Context: an optimization exercise on an open-source flow, tuned for small area. The choices shown serve that exercise and are no tape-out recipe.
Function was checked by simulation only, so behaviour that the tests miss may differ from the original.
No driver is modelled on the clock port, so clocking that relies on it looks cheaper here than on a real chip.
No activity file was given, so power comes from the tool's default toggle rates.

run A:
==> flow/design.v <==
module spi_verilog
#( parameter CLK_FREQ    = 100000000,
   parameter WORD_LENGTH =        32,
   parameter SPICLK_FREQ =  25000000
)
( input wire clk,
  input wire reset,
  output wire cs,
  output reg  mosi_1,
  input  wire miso_1,
  output reg  mosi_2,
  input  wire miso_2,
  output wire sclk,
  input  wire data_in_v,
  output wire ready_out,
  output wire data_out_v,
  input  wire [WORD_LENGTH-1:0] data_in_1,
  input  wire [WORD_LENGTH-1:0] data_in_2,
  output wire [WORD_LENGTH-1:0] data_out_1,
  output wire [WORD_LENGTH-1:0] data_out_2
);
localparam [5:0] ST_WAIT = 6'd63, ST_LAST = 6'd32, ST_END = 6'd34, ST_IDLE = 6'd35;
reg [1:0] ph;
reg [5:0] st;
wire step   = !ph[1] && ph[0];
wire tail   = st[5] && !st[4] && st[1];                  
wire ready  = tail && (st[0] || !ph[0]);
wire bits   = !st[5];                                    
wire wait_s = st[5] && st[4];                           
wire load   = ready;                                     
wire shift  = step && (bits || wait_s);
wire hold   = !(load || shift);
wire       capture = ready && data_in_v;
wire       st_inc  = (step && !ready) || (tail && !st[0] && !ph[0]);
wire [5:0] st_nxt  = (st + {5'd0, st_inc}) | {6{capture}};
always @(posedge clk) begin
    if (reset) begin
        ph <= 2'b00;
        st <= ST_END;
    end else begin
        ph <= {ph[0], !ph[1]};
        st <= st_nxt;
        if (shift && st != 6'd31) begin
            mosi_1 <= sr_1[WORD_LENGTH-1];
            mosi_2 <= sr_2[WORD_LENGTH-1];
        end
    end
end
reg  [WORD_LENGTH-1:0] srn_1, srn_2;
wire [WORD_LENGTH-1:0] sr_1 = ~srn_1;
wire [WORD_LENGTH-1:0] sr_2 = ~srn_2;
wire [WORD_LENGTH-1:0] nxt_1, nxt_2;
spi_lane_sel #(.W(WORD_LENGTH)) u_sel_1 (.load(load), .shift(shift), .hold(hold),
    .d(data_in_1), .p({sr_1[WORD_LENGTH-2:0], miso_1}), .o(sr_1), .yn(nxt_1));
spi_lane_sel #(.W(WORD_LENGTH)) u_sel_2 (.load(load), .shift(shift), .hold(hold),
    .d(data_in_2), .p({sr_2[WORD_LENGTH-2:0], miso_2}), .o(sr_2), .yn(nxt_2));
always @(posedge clk) begin
    srn_1 <= nxt_1;
    srn_2 <= nxt_2;
end
wire last   = st[5] && !st[1] && !st[0];                 
wire cs_low = bits || (last && ph[1]);
assign cs         = !cs_low;
assign sclk       = bits && !ph[1];
assign ready_out  = ready;
assign data_out_v = tail && !st[0] && !ph[0];
assign data_out_1 = sr_1;
assign data_out_2 = sr_2;
endmodule
module spi_lane_sel #(parameter W = 32)
( input  wire load, shift, hold,
  input  wire [W-1:0] d, p, o,
  output wire [W-1:0] yn
);
assign yn = ~(({W{load}} & d) | ({W{shift}} & p) | ({W{hold}} & o));
endmodule
==> flow/config.mk <==
export PLATFORM = sky130hd
export DESIGN_NAME = spi_verilog
export DESIGN_NICKNAME = spi_verilog
export VERILOG_FILES = /design/flow/design.v
export SDC_FILE = /design/flow/constraint.sdc
export NUM_CORES = 4
export LEC_CHECK = 0
export CAP_MARGIN = 20
export CORE_MARGIN = 2
export CORE_UTILIZATION = 55
export PLACE_DENSITY = 0.7
export SLEW_MARGIN = 20
export SYNTH_HIERARCHICAL = 1
export SYNTH_MINIMUM_KEEP_SIZE = 0
==> flow/constraint.sdc <==
create_clock -name core_clock -period 10.0 [get_ports {clk}]
set_input_delay 2.0000 -clock core_clock [delete_from_list [all_inputs] [get_ports {clk}]]
set_output_delay 2.0000 -clock core_clock [all_outputs]
set_load 0.01 [all_outputs]
standard.sh (not shown) runs the stock make flow with config.mk's settings and CLKGATE_MAP_FILE= SYNTH_SCRIPT=/design/flow/synth_recipe.tcl, a recipe that flattens the netlist after the stock synthesis.
==> flow/flow/run.sh <==
#!/bin/bash
# Layout flow: the standard ORFS flow (standard.sh, unchanged synthesis),
# with these choices passed to make:
#  - port buffers use the smallest buffer cell (buf_1) instead of the default;
#  - the clock tree is built from clkbuf_4 without dummy loads, and a
#    POST_CTS hook (flow/post_cts.tcl) upsizes to clkbuf_8 the leaf buffers
#    whose flip-flop clock pins would see more than 100 ps of slew.
# make's full output goes to flow_make.log; ORFS writes each step's own log
# under orfs/logs/.
set -euo pipefail
here=$(pwd)
bash standard.sh \
  "BUFFER_PORTS_ARGS=-buffer_cell sky130_fd_sc_hd__buf_1" \
  "CTS_ARGS=-sink_clustering_enable -repair_clock_nets -root_buf sky130_fd_sc_hd__clkbuf_4 -buf_list sky130_fd_sc_hd__clkbuf_4 -dont_use_dummy_load" \
  "POST_CTS_TCL=$here/flow/post_cts.tcl" \
  finish > flow_make.log 2>&1
==> flow/flow/post_cts.tcl <==
# POST_CTS hook: upsize the clock tree's leaf buffers (clkbuf_4 from CTS)
# whose flip-flop clock pins see a slew above a threshold to clkbuf_8, then
# legalize the placement again.
set thr [expr {[info exists ::env(CLK_UPSIZE_PS)] ? $::env(CLK_UPSIZE_PS) : 100}]
set block [ord::get_db_block]
set big [[ord::get_db] findMaster sky130_fd_sc_hd__clkbuf_8]
estimate_parasitics -placement
set n 0
foreach inst [$block getInsts] {
  if {[[$inst getMaster] getName] ne "sky130_fd_sc_hd__clkbuf_4"} { continue }
  set out [[$inst findITerm X] getNet]
  set worst 0
  foreach it [$out getITerms] {
    if {[$it getInst] == $inst} { continue }
    if {[[$it getMTerm] getName] ne "CLK"} { continue }
    set pin [get_pins [[$it getInst] getName]/CLK]
    foreach p {slew_max_rise slew_max_fall} {
      set s [expr {1000.0 * [get_property $pin $p]}]
      if {$s > $worst} { set worst $s }
    }
  }
  puts "clock leaf [$inst getName]: worst flip-flop clock slew $worst ps"
  if {$worst > $thr} {
    $inst swapMaster $big
    incr n
  }
}
puts "upsized $n clock buffers to clkbuf_8"
if {$n > 0} {
  detailed_placement
  check_placement -verbose
  estimate_parasitics -placement
}
Run A went all the way through synthesis, placement and routing and the layout is clean on timing, DRC and antenna.
Edits applied to the flow inputs when going from run A to run B:
Settings: GPL_ROUTABILITY_DRIVEN: unset -> 0; GPL_TIMING_DRIVEN: unset -> 0; CORE_UTILIZATION: 55 -> 40; PLACE_DENSITY: 0.7 -> 0.6.
==> run summary <==
- Reported for run A and run B, number of distinct standard cells referenced by the synthesized netlist turned out identical to the last digit.
- Re wire length: run B is 4.6% up on run A.
- Run B vs run A: biggest cell delay along the critical path down
- Max peak fanout along the critical path across run A and run B: run A
- Count of non-filler cells in the finished layout, run A and run B: higher on run B
- | utilization | run B vs run A | 15 points lower |
- On global-route usage, the higher figure sits with run A, not run B.
- In the metrics for run A and run B, the one carrying the lower share of cell area taken by flip-flops and latches is run B.
- Cmp run A and run B / portion of total power attributed to combinational logic / higher: run B
- Looking at the reports, run B completed the entire flow and the layout it produced met the timing, DRC and antenna checks.
- Run B — signed area change from the synthesized netlist to the final layout 6.0 points higher, run A as reference
The inputs of run C differ from those of run B as listed below.
Settings: a deleted GPL_TIMING_DRIVEN that had been 0; a deleted GPL_ROUTABILITY_DRIVEN that had been 0; a change of CORE_UTILIZATION from 40 to 70; a change of PLACE_DENSITY from 0.6 to 0.85.
==> run summary <==
Summary of run C over run B: wire length has decreased, cell area after placement has decreased, count of buffers from port buffering has increased, area growth from synthesis to layout has decreased, transition time at the pin with the least slew margin has decreased. Area occupied by multi-input gates ends up higher on run C.

## what the ideal ports hide
In the flow no input, the clock included, has a driving cell. The finished layouts below were timed again as built, in two steps.
Step 1 assumes that a clkbuf_16 drives the clock port and a buf_2 every other input.
Step 2 moves the port delays by t, midway between the first and last clock arrival at a register: inputs arrive t later, outputs are due t later. That takes back most of the time a late clock gives input paths.
Slacks: ideal ports / drivers / drivers and shift; pairs: ideal ports / drivers.
| run | t (ns) | slack for setup (ns) | hold slack, ns | worst setup path after step 2 |
|---|---|---|---|---|
| run A | 0.413 | 5.932 / 5.906 / 6.319 | 0.467 / 0.467 / 0.467 | register to output |
| run B | 0.405 | 6.246 / 6.219 / 6.624 | 0.470 / 0.470 / 0.470 | register to output |
| run C | 0.422 | 6.487 / 6.461 / 6.883 | 0.463 / 0.463 / 0.463 | register to output |
After both steps setup and hold are still met in every run listed.
